What follows belongs to an exercise in optimizing a design on an open flow for small area; a production flow would make more cautious choices. In this exercise RTL edits were held to simulation tests only and were not proved equivalent to the original.

the reference run:
// risc_v_cpu_optimized
module risc_v_cpu_optimized #(
    parameter DATA_WIDTH = 32,
    parameter ADDR_WIDTH = 32,
    parameter REG_FILE_ADDR_WIDTH = 5
) (
    input  wire                      clk,
    input  wire                      rst_n,
    output wire [ADDR_WIDTH-1:0]     imem_addr,
    output wire                      imem_req,
    input  wire [DATA_WIDTH-1:0]     imem_data,
    input  wire                      imem_ready,
    output wire [ADDR_WIDTH-1:0]     dmem_addr,
    output wire [DATA_WIDTH-1:0]     dmem_wdata,
    output wire [3:0]                dmem_wstrb,
    output wire                      dmem_req,
    output wire                      dmem_we,
    input  wire [DATA_WIDTH-1:0]     dmem_rdata,
    input  wire                      dmem_ready,
    output wire [31:0]               cycle_count,
    output wire [31:0]               instr_count,
    output wire [31:0]               stall_count,
    output wire [31:0]               branch_count,
    output wire [31:0]               branch_taken_count
);
    genvar gi;
    reg [31:0] lnk;           
    reg        if_v, id_v;
    reg        if_m, id_m;
    reg [2:0]  if_k, id_k;
    reg [31:7] if_i, id_i;
    reg [31:0] cyc_q, ins_q, stl_q, brc_q, brt_q;
    reg        brt_p;         
    wire       f_m;
    wire [2:0] f_k;
    wire [4:0] f_rd;
    control_unit pre (.instr(imem_data), .m(f_m), .k(f_k), .rd(f_rd));
    wire [2:0] f3  = id_i[14:12];
    wire [4:0] rd  = id_i[11:7];
    wire [4:0] rs1 = id_i[19:15];
    wire [4:0] rs2 = id_i[24:20];
    wire c_load   = id_m & !id_k[0];
    wire c_store  = id_m & id_k[0];
    wire c_opimm  = !id_m & (id_k == 3'd0);
    wire c_op     = !id_m & (id_k == 3'd1);
    wire c_lui_sys= !id_m & (id_k[2:1] == 2'b01);
    wire c_auipc  = !id_m & (id_k == 3'd4);
    wire c_branch = !id_m & (id_k == 3'd5);
    wire c_jump   = !id_m & (id_k[2:1] == 2'b11);
    wire c_alu    = c_op | c_opimm;
    wire stall_id = id_m & !dmem_ready;
    wire fetch    = imem_ready & !stall_id;
    wire [31:0] imm;
    immediate_gen_optimized immgen (.i(id_i), .m(id_m), .k(id_k), .imm(imm));
    wire [31:0]      rs1_data, rs2_data, rd_data;
    wire             wr = id_v & !stall_id & !c_store & !c_branch;    
  ...
==> flow/config.mk <==
export PLATFORM = sky130hd
export DESIGN_NAME = risc_v_cpu_optimized
export DESIGN_NICKNAME = risc_v_cpu_optimized
export VERILOG_FILES = /design/flow/design.v
export SDC_FILE = /design/flow/constraint.sdc
export NUM_CORES = 8
export LEC_CHECK = 0
export CAP_MARGIN = 20
export CORE_MARGIN = 2
export CORE_UTILIZATION = 60
export SETUP_SLACK_MARGIN = 0.2
export SLEW_MARGIN = 20
export SYNTH_HIERARCHICAL = 1
==> flow/constraint.sdc <==
create_clock -name core_clock -period 13.0 [get_ports {clk}]
set_input_delay 2.6000 -clock core_clock [delete_from_list [all_inputs] [get_ports {clk}]]
set_output_delay 2.6000 -clock core_clock [all_outputs]
set_load 0.01 [all_outputs]
standard.sh (not shown) runs the stock make flow with config.mk's settings and CLKGATE_MAP_FILE= SYNTH_SCRIPT=/design/flow/synth_recipe.tcl, a recipe that flattens the netlist after the stock synthesis.
==> flow/flow/run.sh <==
#!/bin/bash
# Standard layout (the standard.sh: the standard synthesis and ORFS flow)
# with these changes:
#  - input/output ports are buffered with buf_1 instead of the resizer's
#    default pick;
#  - the clock tree uses clkbuf_4 buffers with explicit sink clusters and
#    no dummy loads.
set -euo pipefail
export BUFFER_PORTS_ARGS="-buffer_cell sky130_fd_sc_hd__buf_1"
export CTS_ARGS="-sink_clustering_enable -repair_clock_nets -dont_use_dummy_load -buf_list sky130_fd_sc_hd__clkbuf_4 -sink_clustering_size 10 -sink_clustering_max_diameter 35"
bash standard.sh > standard.log 2>&1
The following lists how the trial run was set up differently from the reference run:
diff --git a/flow/flow/run.sh b/flow/flow/run.sh
--- a/flow/flow/run.sh
+++ b/flow/flow/run.sh
@@ -9,3 +9,3 @@
 export BUFFER_PORTS_ARGS="-buffer_cell sky130_fd_sc_hd__buf_1"
-export CTS_ARGS="-sink_clustering_enable -repair_clock_nets -dont_use_dummy_load -buf_list sky130_fd_sc_hd__clkbuf_4 -sink_clustering_size 10 -sink_clustering_max_diameter 35"
+export CTS_ARGS="-sink_clustering_enable -repair_clock_nets -dont_use_dummy_load -buf_list sky130_fd_sc_hd__clkbuf_4 -sink_clustering_size 10 -sink_clustering_max_diameter 45"
 bash standard.sh > standard.log 2>&1
[summary]
The post-route standard cell area excluding fillers was comparable across the reference run and the trial run.
Between the reference run and the trial run, the routed length per instance does not differ in any meaningful way.
Number of standard cells in the layout, taps in and fillers out: the trial run vs the reference run down 19
Compared with the reference run, the trial run shows a higher first-pass iteration count of the detailed router.
Status: wire length parity (the reference run, the trial run)
[compare] base=the reference run new=the trial run: final setup slack of the worst path decreased 0.081 ns; count of input and output buffers essentially unchanged; global-route usage essentially unchanged.

[static timing again, ports no longer ideal]
No port has a modelled driver above. Below, the same layouts with a new extraction and two added sets of constraints.
Step 1 sets driving cells, clkbuf_16 on the clock port and buf_2 on the other inputs (assumed; they add their load-dependent delay and slew).
Step 2 adds t to the input delays and takes it off the output delays; t is the mean of the earliest and latest rising clock arrival at the registers after step 1. Input paths then give back, and output paths get back, about the clock's delay inside the block.
a / b / c = no drivers / after step 1 / after step 2; a / b = the first two.
run | t, ns | setup slack, ns | worst register clock-pin slew, ns | pins driven straight from the clock port
the reference run | 1.175 | 1.827 / 1.761 / 2.936 | 0.12 / 0.12 | 1
the trial run | 1.177 | 1.746 / 1.679 / 2.856 | 0.12 / 0.12 | 1
After both steps every run listed still meets setup and hold.
